This is an optimization exercise on Yosys and OpenROAD, whose aim is small area, not a production implementation. Only simulation tests tie the RTL to the original design; equivalence was not proved. Power is estimated from default activity; no workload was simulated.

### design/flow/config.mk
export PLATFORM = sky130hd
export DESIGN_NAME = rgb2ycbcr
export DESIGN_NICKNAME = rgb2ycbcr
export VERILOG_FILES = /design/flow/design.v
export SDC_FILE = /design/flow/constraint.sdc
export NUM_CORES = 4
export LEC_CHECK = 0
export CAP_MARGIN = 20
export CORE_MARGIN = 2
export CORE_UTILIZATION = 40
export SLEW_MARGIN = 20
export SYNTH_HIERARCHICAL = 1
### design/flow/constraint.sdc
create_clock -name core_clock -period 5.0 [get_ports {clk}]
set_input_delay 1.0000 -clock core_clock [delete_from_list [all_inputs] [get_ports {clk}]]
set_output_delay 1.0000 -clock core_clock [all_outputs]
set_load 0.01 [all_outputs]
### design/flow/design.v
module rgb2ycbcr(
	input                       clk,rst_n,
	input[7:0]                  rgb_r,
	input[7:0]                  rgb_g,
	input[7:0]                  rgb_b,
	input                       rgb_de,
	output[7:0]                 ycbcr_y,
	output[7:0]                 ycbcr_cb,
	output[7:0]                 ycbcr_cr,
	output reg                  ycbcr_de
);
reg [7:0] r1, g1, b1, r2, g2, b2, r, g, b;
always @(posedge clk) begin
	r1 <= rgb_r; g1 <= rgb_g; b1 <= rgb_b;
	r2 <= r1;    g2 <= g1;    b2 <= b1;
	r  <= r2;    g  <= g2;    b  <= b2;
end
wire [7:0] b_n = ~b;
wire [7:0] g_n = ~g;
wire [7:0] r_n = ~r;
reg [3:0] y_q;
reg [3:0] y_h;
reg [0:0] y_k;
reg [2:0] cb_q;
reg [4:0] cb_h;
reg [1:0] cb_k;
reg [4:0] cr_q;
reg [2:0] cr_h;
reg [0:0] cr_k;
wire c1 = r[0]&b[0];
wire c2 = (r[1]&b[1])|(r[1]&c1)|(b[1]&c1);
wire c3 = (r[2]&b[2])|(r[2]&c2)|(b[2]&c2);
wire s4, c4;
rgb2ycbcr_fa u4 (.a(r[3]), .b(b[0]), .c(b[3]), .s(s4), .co(c4));
wire c5 = s4&c3;
wire s6, c6;
rgb2ycbcr_fa u6 (.a(r[4]), .b(g[0]), .c(b[0]), .s(s6), .co(c6));
wire s7, c7;
rgb2ycbcr_fa u7 (.a(b[1]), .b(b[4]), .c(c4), .s(s7), .co(c7));
wire c8 = (s6&s7)|(s6&c5)|(s7&c5);
wire s9, c9;
rgb2ycbcr_fa u9 (.a(r[5]), .b(g[1]), .c(b[1]), .s(s9), .co(c9));
wire s10, c10;
rgb2ycbcr_fa u10 (.a(b[2]), .b(b[5]), .c(c6), .s(s10), .co(c10));
wire s11, c11;
rgb2ycbcr_fa u11 (.a(s9), .b(c7), .c(s10), .s(s11), .co(c11));
wire c12 = s11&c8;
wire s13, c13;
rgb2ycbcr_fa u13 (.a(r[0]), .b(r[6]), .c(g[2]), .s(s13), .co(c13));
wire s14, c14;
rgb2ycbcr_fa u14 (.a(b[2]), .b(b[3]), .c(b[6]), .s(s14), .co(c14));
wire s15, c15;
rgb2ycbcr_fa u15 (.a(c9), .b(s13), .c(s14), .s(s15), .co(c15));
wire s16, c16;
rgb2ycbcr_fa u16 (.a(c10), .b(s15), .c(c11), .s(s16), .co(c16));
wire c17 = s16&c12;
wire s18, c18;
rgb2ycbcr_fa u18 (.a(1'b1), .b(r[1]), .c(r[7]), .s(s18), .co(c18));
wire s19, c19;
rgb2ycbcr_fa u19 (.a(g[0]), .b(g[3]), .c(b[3]), .s(s19), .co(c19));
wire s20, c20;
rgb2ycbcr_fa u20 (.a(b[4]), .b(b[7]), .c(c13), .s(s20), .co(c20));
wire s21, c21;
rgb2ycbcr_fa u21 (.a(c14), .b(s18), .c(s19), .s(s21), .co(c21));
wire s22, c22;
rgb2ycbcr_fa u22 (.a(c15), .b(s20), .c(s21), .s(s22), .co(c22));
wire c23 = (s22&c16)|(s22&c17)|(c16&c17);
wire s24, c24;
rgb2ycbcr_fa u24 (.a(r[2]), .b(g[1]), .c(g[4]), .s(s24), .co(c24));
wire s25, c25;
rgb2ycbcr_fa u25 (.a(b[4]), .b(b[5]), .c(c18), .s(s25), .co(c25));
wire s26, c26;
rgb2ycbcr_fa u26 (.a(c19), .b(s24), .c(c20), .s(s26), .co(c26));
wire s27, c27;
rgb2ycbcr_fa u27 (.a(c21), .b(s25), .c(s26), .s(s27), .co(c27));
wire s28, c28;
rgb2ycbcr_fa u28 (.a(c22), .b(s27), .c(c23), .s(s28), .co(c28));
wire s29, c29;
rgb2ycbcr_fa u29 (.a(r[3]), .b(g[2]), .c(g[5]), .s(s29), .co(c29));
wire s30, c30;
rgb2ycbcr_fa u30 (.a(b[5]), .b(b[6]), .c(c24), .s(s30), .co(c30));
wire s31, c31;
rgb2ycbcr_fa u31 (.a(s29), .b(c25), .c(s30), .s(s31), .co(c31));
wire s32, c32;
rgb2ycbcr_fa u32 (.a(c26), .b(s31), .c(c27), .s(s32), .co(c32));
wire s33, c33;
rgb2ycbcr_ha u33 (.a(s32), .b(c28), .s(s33), .co(c33));
wire s34, c34;
rgb2ycbcr_fa u34 (.a(r[4]), .b(g[3]), .c(g[6]), .s(s34), .co(c34));
wire s35, c35;
rgb2ycbcr_fa u35 (.a(b[6]), .b(b[7]), .c(c29), .s(s35), .co(c35));
wire s36, c36;
rgb2ycbcr_fa u36 (.a(s34), .b(c30), .c(s35), .s(s36), .co(c36));
wire s37, c37;
rgb2ycbcr_fa u37 (.a(c31), .b(s36), .c(c32), .s(s37), .co(c37));
wire s38, c38;
rgb2ycbcr_ha u38 (.a(s37), .b(c33), .s(s38), .co(c38));
wire s39, c39;
rgb2ycbcr_fa u39 (.a(r[5]), .b(g[4]), .c(g[7]), .s(s39), .co(c39));
wire s40, c40;
rgb2ycbcr_fa u40 (.a(b[7]), .b(c34), .c(s39), .s(s40), .co(c40));
wire s41, c41;
rgb2ycbcr_fa u41 (.a(c35), .b(s40), .c(c36), .s(s41), .co(c41));
wire s42, c42;
rgb2ycbcr_fa u42 (.a(s41), .b(c37), .c(c38), .s(s42), .co(c42));
wire s43, c43;
rgb2ycbcr_fa u43 (.a(1'b1), .b(r[6]), .c(g[5]), .s(s43), .co(c43));
wire s44, c44;
rgb2ycbcr_fa u44 (.a(c39), .b(s43), .c(c40), .s(s44), .co(c44));
wire s45, c45;
rgb2ycbcr_ha u45 (.a(s44), .b(c41), .s(s45), .co(c45));
wire s46, c46;
rgb2ycbcr_fa u46 (.a(r[7]), .b(g[6]), .c(c43), .s(s46), .co(c46));
wire s47, c47;
rgb2ycbcr_fa u47 (.a(s46), .b(c44), .c(c45), .s(s47), .co(c47));
wire s48, c48;
rgb2ycbcr_fa u48 (.a(g[7]), .b(c46), .c(c47), .s(s48), .co(c48));
wire s49, c49;
rgb2ycbcr_ha u49 (.a(y_h[0]), .b(y_k[0]), .s(s49), .co(c49));
wire s50, c50;
rgb2ycbcr_ha u50 (.a(y_h[1]), .b(c49), .s(s50), .co(c50));
wire s51, c51;
rgb2ycbcr_ha u51 (.a(y_h[2]), .b(c50), .s(s51), .co(c51));
wire s52, c52;
rgb2ycbcr_ha u52 (.a(y_h[3]), .b(c51), .s(s52), .co(c52));
wire c53 = r_n[0]&g_n[0];
wire s54, c54;
rgb2ycbcr_fa u54 (.a(r_n[0]), .b(r_n[1]), .c(g_n[1]), .s(s54), .co(c54));
wire c55 = c53&s54;
wire s56, c56;
rgb2ycbcr_fa u56 (.a(r_n[1]), .b(r_n[2]), .c(g_n[0]), .s(s56), .co(c56));
wire s57, c57;
rgb2ycbcr_fa u57 (.a(g_n[2]), .b(c54), .c(s56), .s(s57), .co(c57));
wire c58 = c55&s57;
wire s59, c59;
rgb2ycbcr_fa u59 (.a(b_n[0]), .b(r_n[2]), .c(r_n[3]), .s(s59), .co(c59));
wire s60, c60;
rgb2ycbcr_fa u60 (.a(g_n[1]), .b(g_n[3]), .c(c56), .s(s60), .co(c60));
wire s61, c61;
rgb2ycbcr_fa u61 (.a(s59), .b(c57), .c(s60), .s(s61), .co(c61));
wire c62 = c58&s61;
wire s63, c63;
rgb2ycbcr_fa u63 (.a(b_n[1]), .b(r_n[0]), .c(r_n[3]), .s(s63), .co(c63));
wire s64, c64;
rgb2ycbcr_fa u64 (.a(r_n[4]), .b(g_n[2]), .c(g_n[4]), .s(s64), .co(c64));
wire s65, c65;
rgb2ycbcr_fa u65 (.a(c59), .b(s63), .c(s64), .s(s65), .co(c65));
wire s66, c66;
rgb2ycbcr_fa u66 (.a(c60), .b(s65), .c(c61), .s(s66), .co(c66));
wire c67 = c62&s66;
wire s68, c68;
rgb2ycbcr_fa u68 (.a(b_n[2]), .b(r_n[1]), .c(r_n[4]), .s(s68), .co(c68));
wire s69, c69;
rgb2ycbcr_fa u69 (.a(r_n[5]), .b(g_n[0]), .c(g_n[3]), .s(s69), .co(c69));
wire s70, c70;
rgb2ycbcr_fa u70 (.a(g_n[5]), .b(c63), .c(c64), .s(s70), .co(c70));
wire s71, c71;
rgb2ycbcr_fa u71 (.a(s68), .b(s69), .c(c65), .s(s71), .co(c71));
wire s72, c72;
rgb2ycbcr_fa u72 (.a(s70), .b(s71), .c(c66), .s(s72), .co(c72));
wire c73 = c67&s72;
wire s74, c74;
rgb2ycbcr_fa u74 (.a(b[0]), .b(b_n[3]), .c(r_n[2]), .s(s74), .co(c74));
wire s75, c75;
rgb2ycbcr_fa u75 (.a(r_n[5]), .b(r_n[6]), .c(g_n[1]), .s(s75), .co(c75));
wire s76, c76;
rgb2ycbcr_fa u76 (.a(g_n[4]), .b(g_n[6]), .c(c68), .s(s76), .co(c76));
wire s77, c77;
rgb2ycbcr_fa u77 (.a(c69), .b(s74), .c(s75), .s(s77), .co(c77));
wire s78, c78;
rgb2ycbcr_fa u78 (.a(c70), .b(s76), .c(s77), .s(s78), .co(c78));
wire s79, c79;
rgb2ycbcr_fa u79 (.a(c71), .b(s78), .c(c72), .s(s79), .co(c79));
wire c80 = c73&s79;
wire s81, c81;
rgb2ycbcr_fa u81 (.a(1'b1), .b(b[1]), .c(b_n[4]), .s(s81), .co(c81));
wire s82, c82;
rgb2ycbcr_fa u82 (.a(r_n[3]), .b(r_n[6]), .c(r_n[7]), .s(s82), .co(c82));
wire s83, c83;
rgb2ycbcr_fa u83 (.a(g_n[2]), .b(g_n[5]), .c(g_n[7]), .s(s83), .co(c83));
wire s84, c84;
rgb2ycbcr_fa u84 (.a(c74), .b(c75), .c(s81), .s(s84), .co(c84));
wire s85, c85;
rgb2ycbcr_fa u85 (.a(s82), .b(s83), .c(c76), .s(s85), .co(c85));
wire s86, c86;
rgb2ycbcr_fa u86 (.a(c77), .b(s84), .c(s85), .s(s86), .co(c86));
wire s87, c87;
rgb2ycbcr_fa u87 (.a(c78), .b(s86), .c(c79), .s(s87), .co(c87));
wire s88, c88;
rgb2ycbcr_ha u88 (.a(c80), .b(s87), .s(s88), .co(c88));
wire s89, c89;
rgb2ycbcr_fa u89 (.a(b[2]), .b(b_n[5]), .c(r_n[4]), .s(s89), .co(c89));
wire s90, c90;
rgb2ycbcr_fa u90 (.a(r_n[7]), .b(g_n[3]), .c(g_n[6]), .s(s90), .co(c90));
wire s91, c91;
rgb2ycbcr_fa u91 (.a(c81), .b(c82), .c(c83), .s(s91), .co(c91));
wire s92, c92;
rgb2ycbcr_fa u92 (.a(s89), .b(s90), .c(c84), .s(s92), .co(c92));
wire s93, c93;
rgb2ycbcr_fa u93 (.a(s91), .b(c85), .c(s92), .s(s93), .co(c93));
wire s94, c94;
rgb2ycbcr_fa u94 (.a(c86), .b(s93), .c(c87), .s(s94), .co(c94));
wire s95, c95;
rgb2ycbcr_ha u95 (.a(c88), .b(s94), .s(s95), .co(c95));
wire s96, c96;
rgb2ycbcr_fa u96 (.a(b[3]), .b(b_n[6]), .c(r_n[5]), .s(s96), .co(c96));
wire s97, c97;
rgb2ycbcr_fa u97 (.a(g_n[4]), .b(g_n[7]), .c(c89), .s(s97), .co(c97));
wire s98, c98;
rgb2ycbcr_fa u98 (.a(c90), .b(s96), .c(c91), .s(s98), .co(c98));
wire s99, c99;
rgb2ycbcr_fa u99 (.a(s97), .b(c92), .c(s98), .s(s99), .co(c99));
wire s100, c100;
rgb2ycbcr_fa u100 (.a(c93), .b(s99), .c(c94), .s(s100), .co(c100));
wire s101, c101;
rgb2ycbcr_ha u101 (.a(c95), .b(s100), .s(s101), .co(c101));
wire s102, c102;
rgb2ycbcr_fa u102 (.a(b[4]), .b(b_n[7]), .c(r_n[6]), .s(s102), .co(c102));
wire s103, c103;
rgb2ycbcr_fa u103 (.a(g_n[5]), .b(c96), .c(s102), .s(s103), .co(c103));
wire s104, c104;
rgb2ycbcr_fa u104 (.a(c97), .b(s103), .c(c98), .s(s104), .co(c104));
wire s105, c105;
rgb2ycbcr_ha u105 (.a(c99), .b(s104), .s(s105), .co(c105));
wire s106, c106;
rgb2ycbcr_fa u106 (.a(b[5]), .b(r_n[7]), .c(g_n[6]), .s(s106), .co(c106));
wire s107, c107;
rgb2ycbcr_fa u107 (.a(c102), .b(s106), .c(c103), .s(s107), .co(c107));
wire s108, c108;
rgb2ycbcr_fa u108 (.a(s107), .b(c104), .c(c105), .s(s108), .co(c108));
wire s109, c109;
rgb2ycbcr_fa u109 (.a(b[6]), .b(g_n[7]), .c(c106), .s(s109), .co(c109));
wire s110, c110;
rgb2ycbcr_fa u110 (.a(s109), .b(c107), .c(c108), .s(s110), .co(c110));
wire s111, c111;
rgb2ycbcr_fa u111 (.a(b[7]), .b(c109), .c(c110), .s(s111), .co(c111));
wire s112, c112;
rgb2ycbcr_fa u112 (.a(cb_h[0]), .b(cb_k[0]), .c(cb_k[1]), .s(s112), .co(c112));
wire s113, c113;
rgb2ycbcr_ha u113 (.a(cb_h[1]), .b(c112), .s(s113), .co(c113));
wire s114, c114;
rgb2ycbcr_ha u114 (.a(cb_h[2]), .b(c113), .s(s114), .co(c114));
wire s115, c115;
rgb2ycbcr_ha u115 (.a(cb_h[3]), .b(c114), .s(s115), .co(c115));
wire s116, c116;
rgb2ycbcr_ha u116 (.a(cb_h[4]), .b(c115), .s(s116), .co(c116));
wire c117 = (1'b1&g[0])|(1'b1&b_n[0])|(g[0]&b_n[0]);
wire c118 = (g[1]&b_n[1])|(g[1]&c117)|(b_n[1]&c117);
wire c119 = (g[2]&b_n[2])|(g[2]&c118)|(b_n[2]&c118);
wire s120, c120;
rgb2ycbcr_fa u120 (.a(r_n[0]), .b(g[3]), .c(b_n[0]), .s(s120), .co(c120));
wire c121 = (b_n[3]&s120)|(b_n[3]&c119)|(s120&c119);
wire s122, c122;
rgb2ycbcr_fa u122 (.a(r_n[1]), .b(g_n[0]), .c(g[4]), .s(s122), .co(c122));
wire s123, c123;
rgb2ycbcr_fa u123 (.a(b_n[1]), .b(b_n[4]), .c(c120), .s(s123), .co(c123));
wire c124 = (s122&s123)|(s122&c121)|(s123&c121);
wire s125, c125;
rgb2ycbcr_fa u125 (.a(r_n[2]), .b(g_n[0]), .c(g_n[1]), .s(s125), .co(c125));
wire s126, c126;
rgb2ycbcr_fa u126 (.a(g[5]), .b(b_n[2]), .c(b_n[5]), .s(s126), .co(c126));
wire s127, c127;
rgb2ycbcr_fa u127 (.a(c122), .b(s125), .c(s126), .s(s127), .co(c127));
wire c128 = (c123&s127)|(c123&c124)|(s127&c124);
wire s129, c129;
rgb2ycbcr_fa u129 (.a(r[0]), .b(r_n[3]), .c(g_n[1]), .s(s129), .co(c129));
wire s130, c130;
rgb2ycbcr_fa u130 (.a(g_n[2]), .b(g[6]), .c(b_n[3]), .s(s130), .co(c130));
wire s131, c131;
rgb2ycbcr_fa u131 (.a(b_n[6]), .b(c125), .c(c126), .s(s131), .co(c131));
wire s132, c132;
rgb2ycbcr_fa u132 (.a(s129), .b(s130), .c(c127), .s(s132), .co(c132));
wire c133 = (s131&s132)|(s131&c128)|(s132&c128);
wire s134, c134;
rgb2ycbcr_fa u134 (.a(1'b1), .b(r[1]), .c(r_n[4]), .s(s134), .co(c134));
wire s135, c135;
rgb2ycbcr_fa u135 (.a(g_n[2]), .b(g_n[3]), .c(g[7]), .s(s135), .co(c135));
wire s136, c136;
rgb2ycbcr_fa u136 (.a(b_n[4]), .b(b_n[7]), .c(c129), .s(s136), .co(c136));
wire s137, c137;
rgb2ycbcr_fa u137 (.a(c130), .b(s134), .c(s135), .s(s137), .co(c137));
wire s138, c138;
rgb2ycbcr_fa u138 (.a(c131), .b(s136), .c(s137), .s(s138), .co(c138));
wire s139, c139;
rgb2ycbcr_fa u139 (.a(c132), .b(s138), .c(c133), .s(s139), .co(c139));
wire s140, c140;
rgb2ycbcr_fa u140 (.a(1'b1), .b(r[2]), .c(r_n[5]), .s(s140), .co(c140));
wire s141, c141;
rgb2ycbcr_fa u141 (.a(g_n[3]), .b(g_n[4]), .c(b_n[5]), .s(s141), .co(c141));
wire s142, c142;
rgb2ycbcr_fa u142 (.a(c134), .b(c135), .c(s140), .s(s142), .co(c142));
wire s143, c143;
rgb2ycbcr_fa u143 (.a(s141), .b(c136), .c(c137), .s(s143), .co(c143));
wire s144, c144;
rgb2ycbcr_fa u144 (.a(s142), .b(c138), .c(s143), .s(s144), .co(c144));
wire s145, c145;
rgb2ycbcr_ha u145 (.a(s144), .b(c139), .s(s145), .co(c145));
wire s146, c146;
rgb2ycbcr_fa u146 (.a(1'b1), .b(r[3]), .c(r_n[6]), .s(s146), .co(c146));
wire s147, c147;
rgb2ycbcr_fa u147 (.a(g_n[4]), .b(g_n[5]), .c(b_n[6]), .s(s147), .co(c147));
wire s148, c148;
rgb2ycbcr_fa u148 (.a(c140), .b(c141), .c(s146), .s(s148), .co(c148));
wire s149, c149;
rgb2ycbcr_fa u149 (.a(s147), .b(c142), .c(s148), .s(s149), .co(c149));
wire s150, c150;
rgb2ycbcr_fa u150 (.a(c143), .b(s149), .c(c144), .s(s150), .co(c150));
wire s151, c151;
rgb2ycbcr_ha u151 (.a(s150), .b(c145), .s(s151), .co(c151));
wire s152, c152;
rgb2ycbcr_fa u152 (.a(1'b1), .b(r[4]), .c(r_n[7]), .s(s152), .co(c152));
wire s153, c153;
rgb2ycbcr_fa u153 (.a(g_n[5]), .b(g_n[6]), .c(b_n[7]), .s(s153), .co(c153));
wire s154, c154;
rgb2ycbcr_fa u154 (.a(c146), .b(c147), .c(s152), .s(s154), .co(c154));
wire s155, c155;
rgb2ycbcr_fa u155 (.a(s153), .b(c148), .c(s154), .s(s155), .co(c155));
wire s156, c156;
rgb2ycbcr_fa u156 (.a(c149), .b(s155), .c(c150), .s(s156), .co(c156));
wire s157, c157;
rgb2ycbcr_ha u157 (.a(s156), .b(c151), .s(s157), .co(c157));
wire s158, c158;
rgb2ycbcr_fa u158 (.a(1'b1), .b(r[5]), .c(g_n[6]), .s(s158), .co(c158));
wire s159, c159;
rgb2ycbcr_fa u159 (.a(g_n[7]), .b(c152), .c(c153), .s(s159), .co(c159));
wire s160, c160;
rgb2ycbcr_fa u160 (.a(s158), .b(c154), .c(s159), .s(s160), .co(c160));
wire s161, c161;
rgb2ycbcr_fa u161 (.a(c155), .b(s160), .c(c156), .s(s161), .co(c161));
wire s162, c162;
rgb2ycbcr_ha u162 (.a(s161), .b(c157), .s(s162), .co(c162));
wire s163, c163;
rgb2ycbcr_fa u163 (.a(1'b1), .b(r[6]), .c(g_n[7]), .s(s163), .co(c163));
wire s164, c164;
rgb2ycbcr_fa u164 (.a(c158), .b(s163), .c(c159), .s(s164), .co(c164));
wire s165, c165;
rgb2ycbcr_fa u165 (.a(c160), .b(s164), .c(c161), .s(s165), .co(c165));
wire s166, c166;
rgb2ycbcr_fa u166 (.a(1'b1), .b(r[7]), .c(c163), .s(s166), .co(c166));
wire s167, c167;
rgb2ycbcr_fa u167 (.a(s166), .b(c164), .c(c165), .s(s167), .co(c167));
wire s168, c168;
rgb2ycbcr_fa u168 (.a(1'b1), .b(c166), .c(c167), .s(s168), .co(c168));
wire s169, c169;
rgb2ycbcr_ha u169 (.a(cr_h[0]), .b(cr_k[0]), .s(s169), .co(c169));
wire s170, c170;
rgb2ycbcr_ha u170 (.a(cr_h[1]), .b(c169), .s(s170), .co(c170));
wire s171, c171;
rgb2ycbcr_ha u171 (.a(cr_h[2]), .b(c170), .s(s171), .co(c171));
always @(posedge clk) begin
	y_q[0] <= s28;
	y_q[1] <= s33;
	y_q[2] <= s38;
	y_q[3] <= s42;
	y_h[0] <= s45;
	y_h[1] <= s47;
	y_h[2] <= s48;
	y_h[3] <= c48;
	y_k[0] <= c42;
	cb_q[0] <= s88;
	cb_q[1] <= s95;
	cb_q[2] <= s101;
	cb_h[0] <= s105;
	cb_h[1] <= s108;
	cb_h[2] <= s110;
	cb_h[3] <= s111;
	cb_h[4] <= c111;
	cb_k[0] <= c100;
	cb_k[1] <= c101;
	cr_q[0] <= s139;
	cr_q[1] <= s145;
	cr_q[2] <= s151;
	cr_q[3] <= s157;
	cr_q[4] <= s162;
	cr_h[0] <= s165;
	cr_h[1] <= s167;
	cr_h[2] <= s168;
	cr_k[0] <= c162;
end
assign ycbcr_y = {s52,s51,s50,s49,y_q[3],y_q[2],y_q[1],y_q[0]};
assign ycbcr_cb = {s116,s115,s114,s113,s112,cb_q[2],cb_q[1],cb_q[0]};
assign ycbcr_cr = {s171,s170,s169,cr_q[4],cr_q[3],cr_q[2],cr_q[1],cr_q[0]};
reg de1, de2, de3;
always @(posedge clk or negedge rst_n) begin
	if (!rst_n) begin
		de1 <= 1'b0; de2 <= 1'b0; de3 <= 1'b0; ycbcr_de <= 1'b0;
	end else begin
		de1 <= rgb_de; de2 <= de1; de3 <= de2; ycbcr_de <= de3;
	end
end
endmodule
module rgb2ycbcr_fa(input a, input b, input c, output s, output co);
	assign s = a ^ b ^ c;
	assign co = (a & b) | (a & c) | (b & c);
endmodule
module rgb2ycbcr_ha(input a, input b, output s, output co);
	assign s = a ^ b;
	assign co = a & b;
endmodule
### design/flow/run.sh
#!/bin/bash
# synth_recipe.tcl (not shown) runs the flow's synth.tcl, then flattens the netlist and writes it again
# the make line also repeats each setting of config.mk as NAME=value (left out here)
make -C /OpenROAD-flow-scripts/flow DESIGN_CONFIG=/design/flow/config.mk WORK_HOME=/design/flow/orfs CLKGATE_MAP_FILE= SYNTH_SCRIPT=/design/flow/synth_recipe.tcl finish
==> summary.txt <==
==> path summary, 6_finish.rpt <==
path                       slack, ns      end  depth (start not counted)
hold reg to reg                 0.33    r2[7]                          0
max in group asynchronous       4.00      de3                          1
min in group asynchronous       0.84      de2                          1
setup / recovery                0.23  cr_h[2]                         11
hold / removal                  0.33    r2[7]                          0
setup reg to reg                0.23  cr_h[2]                         11
==> per-module statistics from Yosys, one instance, submodules excluded <==
module	times used	flip-flops and latches	cell area [sq um]	cells
rgb2ycbcr	1	104	2430	164
rgb2ycbcr_fa	127	0	20.0	1
rgb2ycbcr_ha	22	0	12.5	1
==> layout make-up <==
type                            count  share of cell area
Multi-Input combinational cell    183               0.470
Sequential cell                   104               0.329
Timing Repair Buffer               77               0.110
Clock buffer                       10              0.0357
Tap cell                          172              0.0336
Inverter                           24              0.0141
Clock inverter                      6             0.00840
==> kinds of logic (layout without fill, tap and decap cells) <==
kind of cell	Yosys count	after routing	share of synthesized area
other	1	11	0.000714
buffers and inverters	36	117	0.0343
AO/OA/AOI/OAI	12	12	0.0157
adder cells (fa/ha/maj)	151	151	0.540
AND/OR/NAND/NOR	9	9	0.00857
flip-flops	104	104	0.400
==> power breakdown <==
| part | internal [uW] | switching, uW | total, uW |
|---|---|---|---|
| combinational | 669 | 583 | 1250 |
| clock | 347 | 324 | 671 |
| sequential | 993 | 48.7 | 1040 |
| total | 2010 | 956 | 2960 |
==> registers in the layout (all words and copies together) (netlist names), 5 cells and up <==
signal / cells
cb_h: 5
b: 8
g: 8
g1: 8
r2: 8
r: 8
cr_q: 5
g2: 8
b2: 8
b1: 8
r1: 8
==> stage by stage <==
stage,hold WS [ns],area (sq um)
after floorplan,0.310,5290
after global placement,0.311,6120
after detailed placement,0.313,6120
after CTS,0.330,6400
after global routing,0.332,6410
final,0.327,6410
==> cell usage in the layout, fill, tap and decap left out, types with 3 or more instances in the layout <==
| master | netlist | layout |
|---|---|---|
| fa_1 | 127 | 127 |
| dfxtp_1 | 100 | 98 |
| clkdlybuf4s50_1 | 0 | 51 |
| buf_4 | 12 | 26 |
| inv_1 | 24 | 24 |
| ha_1 | 22 | 22 |
| conb_1 | 1 | 11 |
| clkbuf_16 | 0 | 9 |
| dfrtp_1 | 4 | 4 |
| a21oi_1 | 3 | 3 |
| nor2_1 | 3 | 3 |
| clkinv_4 | 0 | 3 |
==> worst reg2reg max path: cells and delay by family (launching register included) <==
family | cells | cell delay, ns
fa+ha+maj | 10 | 4.11
flops | 1 | 0.42
buf+inv | 1 | 0.13
==> layer usage <==
| layer | share of wire | track usage | wire length (um) |
|---|---|---|---|
| met1 | 0.40 | 0.180 | 3650 |
| met2 | 0.53 | 0.258 | 4840 |
| met3 | 0.049 | 0.0410 | 448 |
| met4 | 0.015 | 0.0454 | 132 |
| met5 | 0 | 0 | 0 |
==> summary.txt <==
- CTS tree: done
- Vias per Instance: 4.40
- Number of flops mapped to enable cells by yosys: 0
- CP peak stage delay: 0.47 ns
- Top post-synthesis cells by area: fa_1 48%, dfxtp_1 38%, ha_1 5.2%
- Row count: 41
- Global-route usage over all layers: 0.148
- CP Cell Sequence: inv_1 -> fa_1 -> fa_1 -> fa_1 -> fa_1 -> fa_1 -> fa_1 -> fa_1 -> fa_1 -> fa_1 -> fa_1
- WL/cell: 15.8 um
- Primary FF master, synth: dfxtp_1
- Arrival time at the worst endpoint: roughly 5.0 ns
- WP buf/inv: 1
- Vias in the first global route: 3,063
- Reg clk slew, reported paths: 0.07 ns
- Most used cell, CP: fa_1
- Pwr dens: 463 nW/um^2
- Post-route setup TNS: 0 ns
- Placement Setup Slack: 0.157 ns
- Top cell type's share of synthesized area: 0.484
- Most frequent cell after synthesis: fa_1
- Fillcell total: 1,162
- RSZ-0062 raised after global routing: false
- Num CTS Buffers: 9
- Number of setup violations in the final report: 0
- # DRC: 0
- Post-Syn Instances: 313
- CTS root buf: clkbuf_16
- Area Overhead vs Synth: 22.0%
- Total power: 2960 uW
- Post-CTS Hold Fix Bufs: 0
- Clk buf depth: 2
- Peak VDD IR: 0.235 mV
- Die H: 119 um
- First-pass GRT wire length: 15,500 um
- Starting Density: 0.413
- Setup CP Type: reg -> reg
- Fin util: 0.504
- Post-CTS setup buffer count: 0
- Fmax: 0.210 GHz
- Max-cap check violation count: 0
- N_diodes: 0
- WP data required: 5.23 ns
- Clock sinks: 104
- Dominant cell type by area after synthesis: fa_1
- P_leak: 0.00269 uW
- Synth cell types: 24
- Layout Cells excl Fill: 576
- Die W: 119 um
- Fin. max-slew vios: 0
- Antenna violations before repair: 0
- Pin count of the biggest net entering global routing: 19
- Outcome: no timing/DRC/antenna violations
- Grt ovf: 0
- Post-CTS Resized: 0
- Final worst slack: roughly 0.23 ns
- Flip-flop and latch area: about 2100 sq um
- H-tree level count: 3
- Post-synth top cells: 127 x fa_1, 100 x dfxtp_1, 24 x inv_1
- Routability congestion estimate from global placement: around 0.86
- Ys async rst share: 0.0385
- Post-DP HPWL: 7870 um
- CP Launch Point: g[1]
- Slowest cell on crit path: fa_1
- Worst reg2reg path startpoint: g[1]
- Detailed Route Iter0 Violations: 72
- Share of post-route cells with drive strength above 1: 0.109
- TritonRoute pass-1 iters: 4
- Port buffer count: 51
- Full die area: between 10,000 and 15,000 sq um
- Hold Vio Cnt, Final: 0
- Setup Skew: roughly 0.010 ns
- Tcrit/Tclk final: 0.954
- CP delay by family, top: adder cells
- Crit path max fanout: 4
- Register area share after synthesis: 0.400
- #FFs+latches synth: 104
- Fin crit period: ~4.8 ns
- Final #Nets: 575
- Clock Latency Late Sink: 0.35 ns
- Worst hold start: r1[7]
- Placed cell count: 560
- # IOs: 52
- Synth Area per Inst: 16.8 sq um
- Post-route ant nets: 0
- Min-delay worst type: reg -> reg
- Synthesized area: ~5300 sq um
- Crit start category: flip-flop
- YS warnings: 7
- Multi-input logic area: between 3000 and 4000 sq um
- Via count: 2,532
- Worst setup EP type: flip-flop
- Total wire length: 9080 um
- Core Region: 12,700 sq um

[static timing again, ports no longer ideal]
In the flow no input, the clock included, has a driving cell. The finished layout below was timed again as built, in two steps.
Step 1: set_driving_cell puts a clkbuf_16 on clk and a buf_2 on each other input, an assumption about the parent block.
Step 2, shift: input delay + t, output delay - t, t = (earliest + latest rising clock arrival at the registers) / 2. This alone moves slack from input paths to output paths.
a / b / c = ideal ports / drivers / drivers and shift; a / b = the first two.
shift t [ns]: 0.387
slack for setup (ns): 0.232 / 0.232 / 0.232
slew at the worst register clock pin (ns): 0.08 / 0.08
worst slew at a driven data input, ns: 0.04
pins driven straight from the clock port: 1
After both steps setup and hold are still met in this run. For this run, drivers alone change the setup slack by 0.000 ns; drivers and shift together by 0.000 ns.
